Context: an optimization exercise on an open-source flow, tuned for small area. The choices shown serve that exercise and are no tape-out recipe. The RTL was checked by simulation tests, not by an equivalence proof against the original design. No driver is modelled on the clock port, so clock power and skew are understated where the tree is cut down; a real chip needs a root buffer or a tree. Power is estimated from default activity; no workload was simulated.

== P ==
Design ClockTest, start of the top module:
module ClockTest(
	input clk,
	input rst,
	input btn,
	output [6:0] seg,
	output [3:0] an,
	output buttons_pressed,
	output buttons_released
);
Size: roughly 160 cells after synthesis, roughly 16 I/O pins, roughly 1700 µm² of cells after synthesis.
Settings: LEC_CHECK=0, CAP_MARGIN=20, CORE_MARGIN=2, CORE_UTILIZATION=40, SLEW_MARGIN=20; clock period 50.0 ns.
standard.sh (not shown) runs the stock make flow with config.mk's settings and CLKGATE_MAP_FILE= SYNTH_SCRIPT=/design/flow/synth_recipe.tcl, a recipe that flattens the netlist after the stock synthesis.
==> flow/flow/run.sh <==
#!/bin/bash
# The standard layout (standard.sh), with these changes to how the layout
# is built:
#  - the standard synthesis runs unchanged first; then the design is
#    synthesized again for area (rtlsynth.tcl: same passes skipped, flattened
#    and renamed the same way, but its own ABC scripts and no adder cells),
#    and the smallest of a few ABC scripts' netlists replaces the standard
#    one, once regnames.py has checked that its flip-flops are the standard
#    synthesis's (same registers, same cell types) and given them the standard
#    names.  If that check fails, the standard netlist is kept;
#  - port buffers are the smallest buffer cell, buf_1 (every input and output
#    port still gets its own buffer);
#  - the clock tree is a small two-level tree built by clock_tree.tcl (a root
#    buffer driving four leaf buffers, each driving a quarter of the
#    flip-flops) in place of clock_tree_synthesis.
# Each tool's full output goes to a log file of its own in this folder.
set -euo pipefail
here=$(pwd)
res=$here/orfs/results/$FLOW_PLATFORM/ClockTest/base
lib=$FLOW_HOME/platforms/$FLOW_PLATFORM/lib/sky130_fd_sc_hd__tt_025C_1v80.lib
yosys=$FLOW_HOME/../tools/install/yosys/bin/yosys
export BUFFER_PORTS_ARGS="-buffer_cell sky130_fd_sc_hd__buf_1"
export PRE_CTS_TCL=$here/flow/clock_tree.tcl

bash standard.sh synth > log_1_standard_synth.log 2>&1
cp $res/1_2_yosys.v $here/standard_synth.v

# the platform's DONT_USE_CELLS
args=""
for c in $(cat flow/dont_use.txt); do args="$args -dont_use $c"; done
for k in 1 2 3; do
  LIB_FILE=$lib DESIGN_V=$FLOW_DESIGN OUT_V=$here/synth_$k.v TOP=$FLOW_TOP \
    ABC_SCRIPT=$here/flow/abc_$k.abc DONT_USE_ARGS="$args" \
    $yosys -c flow/rtlsynth.tcl > log_2_synth_$k.log 2>&1 &
done
wait || true

best=""
best_area=""
for k in 1 2 3; do
  if python3 flow/regnames.py $here/standard_synth.v $here/synth_$k.v $here/synth_${k}_named.v > log_3_regnames_$k.log 2>&1; then
    a=$(sed -n "s/.*Chip area for module.*: //p" $here/synth_$k.v.stat | tail -1)
    echo "script $k: area $a" >> log_3_choice.log
    if [[ -n "$a" ]] && { [[ -z "$best_area" ]] || python3 -c "import sys; sys.exit(0 if $a < $best_area else 1)"; }; then
      best=$k; best_area=$a
    fi
  fi
done
if [[ -n "$best" ]]; then
  echo "using script $best" >> log_3_choice.log
  cp $here/synth_${best}_named.v $res/1_2_yosys.v
  rm -f $res/1_synth.odb $res/1_synth.sdc
else
  echo "keeping the standard netlist" >> log_3_choice.log
fi
bash standard.sh finish > log_4_standard_finish.log 2>&1
==> flow/flow/clock_tree.tcl <==
# PRE_CTS_TCL hook: build a small two-level clock tree by hand in place of
# clock_tree_synthesis.  The clock's flip-flops are split by position into
# a grid of NCOL x NROW groups of about equal size; each group gets a leaf clock buffer at its
# centre, and one root buffer at the centre of all flip-flops drives the leaf
# buffers, so the clock port drives a single cell.  Every flip-flop is two
# buffers from the clock port.
set leaf_cell sky130_fd_sc_hd__clkbuf_4
set root_cell sky130_fd_sc_hd__clkbuf_4
set ncol 2
set nrow 2
set block [ord::get_db_block]
set clk_net [$block findNet clk]
set sinks {}
foreach it [$clk_net getITerms] {
  if { [$it isInputSignal] } {
    set inst [$it getInst]
    set bb [$inst getBBox]
    set x [expr {([$bb xMin] + [$bb xMax]) / 2}]
    set y [expr {([$bb yMin] + [$bb yMax]) / 2}]
    lappend sinks [list $x $y "[$inst getName]/[[$it getMTerm] getName]"]
  }
}
set n [llength $sinks]
set dbu [$block getDbUnitsPerMicron]
set ax 0; set ay 0
foreach s $sinks { set ax [expr {$ax + [lindex $s 0]}]; set ay [expr {$ay + [lindex $s 1]}] }
set ax [expr {double($ax) / $n / $dbu}]; set ay [expr {double($ay) / $n / $dbu}]
# split into NCOL columns of about equal count by x, each column into NROW
# groups of about equal count by y
set groups {}
set sinks [lsort -integer -index 0 $sinks]
for {set c 0} {$c < $ncol} {incr c} {
  set col [lrange $sinks [expr {($c * $n) / $ncol}] [expr {(($c + 1) * $n) / $ncol - 1}]]
  set col [lsort -integer -index 1 $col]
  set m [llength $col]
  for {set r 0} {$r < $nrow} {incr r} {
    lappend groups [lrange $col [expr {($r * $m) / $nrow}] [expr {(($r + 1) * $m) / $nrow - 1}]]
  }
}
set k 0
foreach grp $groups {
  set sx 0; set sy 0; set pins {}
  foreach s $grp {
    set sx [expr {$sx + [lindex $s 0]}]; set sy [expr {$sy + [lindex $s 1]}]
    lappend pins [get_pins [lindex $s 2]]
  }
  set m [llength $grp]
  set cx [expr {double($sx) / $m / $dbu}]; set cy [expr {double($sy) / $m / $dbu}]
  insert_buffer -buffer_cell $leaf_cell -net clk -load_pins $pins \
    -location [list $cx $cy] -buffer_name clkbuf_leaf_$k -net_name clknet_leaf_$k
  puts "clock tree: leaf $k, $m flip-flops, buffer at ($cx, $cy)"
  incr k
}
insert_buffer -buffer_cell $root_cell -net clk -location [list $ax $ay] \
  -buffer_name clkbuf_root -net_name clknet_root
puts "clock tree: root buffer at ($ax, $ay)"
foreach net [list clknet_root clknet_leaf_0 clknet_leaf_1 clknet_leaf_2 clknet_leaf_3 clknet_leaf_4 clknet_leaf_5] {
  set dn [$block findNet $net]
  if { $dn != "NULL" } { $dn setSigType CLOCK }
}
# the tree is built; nothing is left for clock_tree_synthesis to do
proc clock_tree_synthesis { args } {
  puts "clock_tree_synthesis skipped: the clock tree was built by clock_tree.tcl"
}
Other scripts of this flow, unchanged in this note and not shown: flow/flow/abc_1.abc, flow/flow/abc_2.abc, flow/flow/abc_3.abc, flow/flow/dont_use.txt, flow/flow/regnames.py, flow/flow/rtlsynth.tcl
### P -> Q
--- a/flow/flow/run.sh
+++ b/flow/flow/run.sh
@@ -13,3 +13,3 @@
 #  - the clock tree is a small two-level tree built by clock_tree.tcl (a root
-#    buffer driving four leaf buffers, each driving a quarter of the
+#    buffer driving three leaf buffers, each driving a third of the
 #    flip-flops) in place of clock_tree_synthesis.
--- a/flow/flow/clock_tree.tcl
+++ b/flow/flow/clock_tree.tcl
@@ -2,3 +2,3 @@
 # clock_tree_synthesis.  The clock's flip-flops are split by position into
-# a grid of NCOL x NROW groups of about equal size; each group gets a leaf clock buffer at its
+# NLEAF groups of about equal size; each group gets a leaf clock buffer at its
 # centre, and one root buffer at the centre of all flip-flops drives the leaf
@@ -6,6 +6,5 @@
 # buffers from the clock port.
-set leaf_cell sky130_fd_sc_hd__clkbuf_4
-set root_cell sky130_fd_sc_hd__clkbuf_4
-set ncol 2
-set nrow 2
+set leaf_cell sky130_fd_sc_hd__clkbuf_8
+set root_cell sky130_fd_sc_hd__clkbuf_2
+set nleaf 3
 set block [ord::get_db_block]
@@ -24,2 +23,4 @@
 set dbu [$block getDbUnitsPerMicron]
+# split into vertical strips of about equal count
+set sinks [lsort -integer -index 0 $sinks]
 set ax 0; set ay 0
@@ -27,16 +28,6 @@
 set ax [expr {double($ax) / $n / $dbu}]; set ay [expr {double($ay) / $n / $dbu}]
-# split into NCOL columns of about equal count by x, each column into NROW
-# groups of about equal count by y
-set groups {}
-set sinks [lsort -integer -index 0 $sinks]
-for {set c 0} {$c < $ncol} {incr c} {
-  set col [lrange $sinks [expr {($c * $n) / $ncol}] [expr {(($c + 1) * $n) / $ncol - 1}]]
-  set col [lsort -integer -index 1 $col]
-  set m [llength $col]
-  for {set r 0} {$r < $nrow} {incr r} {
-    lappend groups [lrange $col [expr {($r * $m) / $nrow}] [expr {(($r + 1) * $m) / $nrow - 1}]]
-  }
-}
-set k 0
-foreach grp $groups {
+for {set k 0} {$k < $nleaf} {incr k} {
+  set lo [expr {($k * $n) / $nleaf}]
+  set hi [expr {(($k + 1) * $n) / $nleaf - 1}]
+  set grp [lrange $sinks $lo $hi]
   set sx 0; set sy 0; set pins {}
@@ -51,3 +42,2 @@
   puts "clock tree: leaf $k, $m flip-flops, buffer at ($cx, $cy)"
-  incr k
 }
@@ -56,3 +46,3 @@
 puts "clock tree: root buffer at ($ax, $ay)"
-foreach net [list clknet_root clknet_leaf_0 clknet_leaf_1 clknet_leaf_2 clknet_leaf_3 clknet_leaf_4 clknet_leaf_5] {
+foreach net [list clknet_root clknet_leaf_0 clknet_leaf_1 clknet_leaf_2] {
   set dn [$block findNet $net]
Total global routing track utilization essentially unchanged between P and Q. Between P and Q, the flow reports total power divided by cell area increasing slightly. Fraction of power consumed by the clock network, P and Q: larger value in Q. Post-route worst setup slack (higher): Q. In the tables for P and Q, total wire length reads higher with Q.
No run of this note takes its clock network from TritonCTS; it comes from the design's own scripts or RTL.

## afterwards: timing with drivers on the ports
How much do the figures lean on ideal ports? The routed layouts below were timed once more, with nothing changed but the port constraints. Step 1, drivers: a clkbuf_16 drives clk and a buf_2 each remaining input, both assumed. Step 2 moves the port delays by t, midway between the first and last clock arrival at a register: inputs arrive t later, outputs are due t later. That takes back most of the time a late clock gives input paths. a / b / c = ideal / step 1 / step 2; a / b = the first two.
run | t (ns) | slack for setup (ns) | worst setup path after step 2
P | 0.366 | 37.620 / 37.599 / 37.965 | register to output
Q | 0.360 | 37.641 / 37.617 / 37.977 | register to output
After both steps every run listed still meets setup and hold.
